From an optimization exercise on the open Yosys and OpenROAD flow, aimed at small area; shortcuts taken in it are not production practice. Function was checked by simulation only, so behaviour that the tests miss may differ from the original. Power is estimated from default activity; no workload was simulated.

==> flow/design.v <==
`timescale 1ns / 1ps
module VGA(clock,sys_rst,switch,disp_RGB,hsync,vsync,up,down,left,right,middle,rst ,QC_OUT,QA_OUT);
input clock;     
input sys_rst;   
input[1:0]switch;
input rst;
output [7:0] QC_OUT;
output [3:0] QA_OUT;
input up,down,left,right,middle;
output[11:0]disp_RGB; 
output hsync; 
output vsync; 
reg [8:0] hbp;
reg [2:0] ha;
reg [6:0] vd;
reg [2:0] vc;
wire [6:0] hb = hbp[8:2];
wire vga_en = hbp[1] & hbp[0];
wire hb_end   = hbp[8] & hbp[7] & hbp[6] & (&hbp[4:0]);     
wire line_end = ha[2] & ha[1] & hbp[8] & (&hbp[5:0]);       
wire vd_end   = vd[6] & vd[5] & vd[4] & vd[2] & vd[1] & vd[0];  
wire frame_end = vc[2] & vd[5] & vd[3] & vd[2];               
always @(posedge clock)
    if (sys_rst) begin
        hbp <= 9'd2; ha <= 3'd0;
    end
    else if (line_end) begin
        hbp <= 9'd0; ha <= 3'd0;
    end
    else if (hb_end) begin
        hbp <= 9'd0; ha <= ha + 3'd1;
    end
    else hbp <= hbp + 9'd1;
always @(posedge clock)
    if (sys_rst) begin
        vd <= 7'd0; vc <= 3'd0;
    end
    else if (line_end) begin
        if (frame_end) begin
            vd <= 7'd0; vc <= 3'd0;
        end
        else if (vd_end) begin
            vd <= 7'd0; vc <= vc + 3'd1;
        end
        else vd <= vd + 7'd1;
    end
wire ha0 = (ha == 3'd0), ha1 = (ha == 3'd1), ha2 = (ha == 3'd2), ha3 = (ha == 3'd3),
     ha4 = (ha == 3'd4), ha5 = (ha == 3'd5), ha6 = (ha == 3'd6);
wire vc0 = (vc == 3'd0), vc1 = (vc == 3'd1), vc2 = (vc == 3'd2), vc3 = (vc == 3'd3),
     vc4 = (vc == 3'd4);
wire dat_act = ((ha1 & (hb >= 7'd23)) | ha2 | ha3 | ha4 | ha5 | (ha6 & (hb <= 7'd62))) &
               ((vc0 & (vd >= 7'd34)) | vc1 | vc2 | vc3 | (vc4 & (vd <= 7'd33)));
assign hsync = ~ha0 | (hb >= 7'd96);
assign vsync = ~vc0 | (vd >= 7'd2);
reg [1:0] m;
always @(posedge clock) begin
    m[0] <= ~(sys_rst | m[0] | m[1]);
    m[1] <= ~sys_rst & m[0];
end
wire t6_2 = ~hbp[0] & m[1];    
wire t6_1 =  hbp[0] & m[0];    
reg [14:0] l1s;               
wire l1s_end = ((l1s ^ 15'b010010110101100) & 15'b011111111101111) == 15'd0;
always @(posedge clock)
    l1s <= (sys_rst | l1s_end) ? 15'd0 : {~l1s[13:0], ~(l1s[14] ^ l1s[0])};
wire en_1s = l1s_end & t6_2;
reg [10:0] l50;               
wire l50_end = ((l50 ^ 11'b00110100111) & 11'b10110111111) == 11'd0;
always @(posedge clock)
    l50 <= (sys_rst | l50_end) ? 11'd0 : {~l50[9:0], l50[10] ^ l50[7]};
wire en_50ms = l50_end & t6_2;
reg [6:0] l96;                
wire l96_end = ((l96 ^ 7'b1000010) & 7'b1111010) == 7'd0;    
wire l96_65  = ((l96 ^ 7'b0011100) & 7'b0111101) == 7'd0;    
always @(posedge clock)
    l96 <= (sys_rst | l96_end) ? 7'd0 : {~l96[5:0], ~(l96[6] ^ l96[5])};
wire en_96hz = l96_end & t6_2;    
wire pre_96  = l96_65 & t6_1;     
reg [4:0] idx;
wire [2:0] weizhi =
    (idx == 5'd0) ? 3'd4 :
    (idx == 5'd1) ? 3'd2 :
    (idx == 5'd2) ? 3'd0 :
    (idx == 5'd3) ? 3'd1 :
    (idx == 5'd4) ? 3'd3 :
    (idx == 5'd5) ? 3'd4 :
    (idx == 5'd6) ? 3'd2 :
    (idx == 5'd7) ? 3'd1 :
    (idx == 5'd8) ? 3'd0 :
    (idx == 5'd9) ? 3'd2 :
    (idx == 5'd10) ? 3'd4 :
    (idx == 5'd11) ? 3'd0 :
    (idx == 5'd12) ? 3'd1 :
    (idx == 5'd13) ? 3'd3 :
    (idx == 5'd14) ? 3'd1 :
    (idx == 5'd15) ? 3'd4 :
    (idx == 5'd16) ? 3'd3 :
    (idx == 5'd17) ? 3'd0 :
    (idx == 5'd18) ? 3'd1 :
    (idx == 5'd19) ? 3'd2 :
    3'd4;
reg [1:0] s_t;  reg [3:0] s_u;
reg [1:0] c_t;  reg [3:0] c_u;
reg flag, flag_kaishi, flag_jieshu;
wire s_is30 = s_t[1] & s_t[0] & (s_u == 4'd0);
wire c_is0  = (c_t == 2'd0) & (c_u == 4'd0);
always @(posedge clock)
    if (sys_rst) begin
        idx <= 5'd31;
        s_t <= 2'd0; s_u <= 4'd0;
    end
    else if (en_1s) begin
        idx <= (idx == 5'd19) ? 5'd0 : idx + 5'd1;
        if (rst || s_is30) begin
            s_t <= 2'd0; s_u <= 4'd0;
        end
        else if (flag) begin
            if (s_u == 4'd9) begin
                s_u <= 4'd0; s_t <= s_t + 2'd1;
            end
            else s_u <= s_u + 4'd1;
        end
    end
always @(posedge clock)
    if (sys_rst || rst) begin
        c_t <= 2'd3; c_u <= 4'd0;
    end
    else if (en_1s && flag_kaishi && !c_is0) begin
        if (c_u == 4'd0) begin
            c_u <= 4'd9; c_t <= c_t - 2'd1;
        end
        else c_u <= c_u - 4'd1;
    end
reg [2:0] pos;
always @(posedge clock)
    if (en_50ms) begin
        pos <= weizhi;
        case (weizhi)
        3'd4: flag <= up;
        3'd1: flag <= left;
        3'd0: flag <= middle;
        3'd3: flag <= right;
        default: flag <= down;
        endcase
    end
wire hin = (hb >= 7'd30) && (hb <= 7'd90);
wire vin = (vd <= 7'd60);
reg inblock;
always @* begin
    case (pos)
    3'd4: inblock = ha3 & vc1;    
    3'd1: inblock = ha2 & vc2;    
    3'd0: inblock = ha3 & vc2;    
    3'd3: inblock = ha4 & vc2;    
    default: inblock = ha3 & vc3;    
    endcase
    inblock = inblock & hin & vin;
end
reg xa, xb;        
always @(posedge clock) begin
    xa <= ~inblock | flag;
    xb <= ~inblock | ~flag;
end
wire v_dat = (ha1 & (hb >= 7'd102)) | ((ha2 | ha3 | ha4) & (hb != 7'd1)) |
             (ha5 & (hb <= 7'd20) & (hb != 7'd1));
reg h_dat;
always @(posedge clock)
    if (vga_en)
        h_dat <= (vd != 7'd90) &
                 ((vc0 & (vd >= 7'd71)) | vc1 | vc2 | (vc3 & (vd <= 7'd109)));
wire hv = h_dat & v_dat;
wire go = flag_kaishi | up | down | left | right | middle;
reg d1a, d1b;      
always @(posedge clock)
    if (sys_rst) begin
        d1a <= 1'b0; d1b <= 1'b0;
        flag_kaishi <= 1'b0;
        flag_jieshu <= 1'b0;
    end
    else begin
        if (rst) begin
            d1a <= hv; d1b <= hv;
        end
        else if (go && !flag_jieshu) begin
            d1a <= hv & xa; d1b <= hv & xb;
        end
        flag_kaishi <= (!rst && (up || flag_kaishi)) || down || left || right || middle;
        flag_jieshu <= c_is0 || (!rst && flag_jieshu);
    end
reg da, db, ds;    
always @(posedge clock) begin
    da <= d1a; db <= d1b;
    ds <= switch[1] & switch[0];
end
wire pr = dat_act & ~ds & da;
wire pg = dat_act & ~ds & db;
wire pb = dat_act & ~ds & da & db;
assign disp_RGB = {pr, pr | (dat_act & ds), pr | (dat_act & ds), pr,
                   pg, pg | (dat_act & ds), pg, pg | (dat_act & ds),
                   pb, pb, pb | (dat_act & ds), pb};
reg [3:0] qa;
assign QA_OUT = qa;
always @(posedge clock)
    if (sys_rst) qa <= 4'b0000;
    else if (en_96hz) qa <= {qa[2:0], qa[3] | (qa == 4'b0000)};
reg [3:0] q;
always @(posedge clock)
    if (sys_rst) q <= 4'd0;
    else if (pre_96)
        case (1'b1)
        qa[0]: q <= {2'b00, s_t};
        qa[1]: q <= c_u;
        qa[2]: q <= {2'b00, c_t};
        qa[3]: q <= s_u;
        default: ;
        endcase
reg [3:0] qd;
always @(posedge clock)
    if (sys_rst) qd <= 4'd15;
    else if (vga_en) qd <= q;
wire [6:0] seg =
    (qd == 4'd0) ? 7'b1111110 :
    (qd == 4'd1) ? 7'b0110000 :
    (qd == 4'd2) ? 7'b1101101 :
    (qd == 4'd3) ? 7'b1111001 :
    (qd == 4'd4) ? 7'b0110011 :
    (qd == 4'd5) ? 7'b1011011 :
    (qd == 4'd6) ? 7'b1011111 :
    (qd == 4'd7) ? 7'b1110000 :
    (qd == 4'd8) ? 7'b1111111 :
    (qd == 4'd9) ? 7'b1111011 :
    7'b0000000;
assign QC_OUT = {seg, 1'b0};
endmodule
==> flow/config.mk <==
export PLATFORM = sky130hd
export DESIGN_NAME = VGA
export DESIGN_NICKNAME = VGA
export VERILOG_FILES = /design/flow/design.v
export SDC_FILE = /design/flow/constraint.sdc
export NUM_CORES = 4
export LEC_CHECK = 0
export CAP_MARGIN = 20
export CORE_MARGIN = 2
export CORE_UTILIZATION = 40
export SLEW_MARGIN = 20
==> flow/constraint.sdc <==
create_clock -name core_clock -period 10.0 [get_ports {clock}]
set_input_delay 2.0000 -clock core_clock [delete_from_list [all_inputs] [get_ports {clock}]]
set_output_delay 2.0000 -clock core_clock [all_outputs]
set_load 0.01 [all_outputs]
standard.sh (not shown) runs the stock make flow with config.mk's settings and CLKGATE_MAP_FILE= SYNTH_SCRIPT=/design/flow/synth_recipe.tcl, a recipe that flattens the netlist after the stock synthesis.
==> flow/flow/run.sh <==
#!/bin/bash
# Standard layout, with buf_1 port buffers and a smaller clock tree
# (clkbuf_8, large sink clusters, no dummy loads).
set -euo pipefail
bash standard.sh \
  "BUFFER_PORTS_ARGS=-buffer_cell sky130_fd_sc_hd__buf_1" \
  "CTS_ARGS=-sink_clustering_enable -repair_clock_nets -dont_use_dummy_load -buf_list sky130_fd_sc_hd__clkbuf_8 -sink_clustering_size 60 -sink_clustering_max_diameter 200" \
  finish > standard.log 2>&1
The starting point finished with timing, DRC and antenna clean.
Then changed:
--- a/flow/design.v
+++ b/flow/design.v
@@ -79,25 +79,25 @@
 reg [4:0] idx;
 wire [2:0] weizhi =
-    (idx == 5'd0) ? 3'd4 :
-    (idx == 5'd1) ? 3'd2 :
-    (idx == 5'd2) ? 3'd0 :
+    (idx == 5'd0) ? 3'd0 :
+    (idx == 5'd1) ? 3'd4 :
+    (idx == 5'd2) ? 3'd2 :
     (idx == 5'd3) ? 3'd1 :
     (idx == 5'd4) ? 3'd3 :
-    (idx == 5'd5) ? 3'd4 :
-    (idx == 5'd6) ? 3'd2 :
+    (idx == 5'd5) ? 3'd0 :
+    (idx == 5'd6) ? 3'd4 :
     (idx == 5'd7) ? 3'd1 :
-    (idx == 5'd8) ? 3'd0 :
-    (idx == 5'd9) ? 3'd2 :
-    (idx == 5'd10) ? 3'd4 :
-    (idx == 5'd11) ? 3'd0 :
+    (idx == 5'd8) ? 3'd2 :
+    (idx == 5'd9) ? 3'd4 :
+    (idx == 5'd10) ? 3'd0 :
+    (idx == 5'd11) ? 3'd2 :
     (idx == 5'd12) ? 3'd1 :
     (idx == 5'd13) ? 3'd3 :
     (idx == 5'd14) ? 3'd1 :
-    (idx == 5'd15) ? 3'd4 :
+    (idx == 5'd15) ? 3'd0 :
     (idx == 5'd16) ? 3'd3 :
-    (idx == 5'd17) ? 3'd0 :
+    (idx == 5'd17) ? 3'd2 :
     (idx == 5'd18) ? 3'd1 :
-    (idx == 5'd19) ? 3'd2 :
-    3'd4;
+    (idx == 5'd19) ? 3'd4 :
+    3'd0;
 reg [1:0] s_t;  reg [3:0] s_u;
 reg [1:0] c_t;  reg [3:0] c_u;
@@ -134,10 +134,14 @@
 reg [2:0] pos;
 always @(posedge clock)
-    if (en_50ms) begin
+    if (sys_rst) begin
+        pos <= 3'd5;
+        flag <= 1'b0;
+    end
+    else if (en_50ms) begin
         pos <= weizhi;
         case (weizhi)
-        3'd4: flag <= up;
+        3'd0: flag <= up;
         3'd1: flag <= left;
-        3'd0: flag <= middle;
+        3'd2: flag <= middle;
         3'd3: flag <= right;
         default: flag <= down;
@@ -149,9 +153,10 @@
 always @* begin
     case (pos)
-    3'd4: inblock = ha3 & vc1;    
+    3'd0: inblock = ha3 & vc1;    
     3'd1: inblock = ha2 & vc2;    
-    3'd0: inblock = ha3 & vc2;    
+    3'd2: inblock = ha3 & vc2;    
     3'd3: inblock = ha4 & vc2;    
-    default: inblock = ha3 & vc3;    
+    3'd4: inblock = ha3 & vc3;    
+    default: inblock = ha2 & vc1;
     endcase
     inblock = inblock & hin & vin;
The new run produced a clean layout.
Non-clock buffer count came out lower by 1.
Synthesized area decreases by 2.3%.
Wire length is lower by about 0.8%.
Global-route usage shrinks by 0.12 points.
Maximum frequency falls by 4.3%.
Final area goes down by 2.7%.
Register-to-register slack improves by 0.02 ns.
Power hardly moves.
Clock power stays flat.
Core utilization goes down by 0.65 points.
Die area decreases by about 2.2%.
First-iteration DRC count went down by about 23%.

-- re-timing with driven ports --
How much do the figures lean on ideal ports? The routed layouts below were timed once more, with nothing changed but the port constraints. Step 1: set_driving_cell puts a clkbuf_16 on clock and a buf_2 on each other input, an assumption about the parent block. Step 2 moves the port delays by t, midway between the first and last clock arrival at a register: inputs arrive t later, outputs are due t later. That takes back most of the time a late clock gives input paths. a / b / c = no drivers / after step 1 / after step 2; a / b = the first two.
run	shift t [ns]	slack for setup (ns)	hold WS [ns]
the first run	0.385	5.741 / 5.707 / 6.092	0.365 / 0.365 / 0.365
the second run	0.386	5.551 / 5.517 / 5.903	0.370 / 0.370 / 0.370
After both steps every run listed still meets setup and hold.
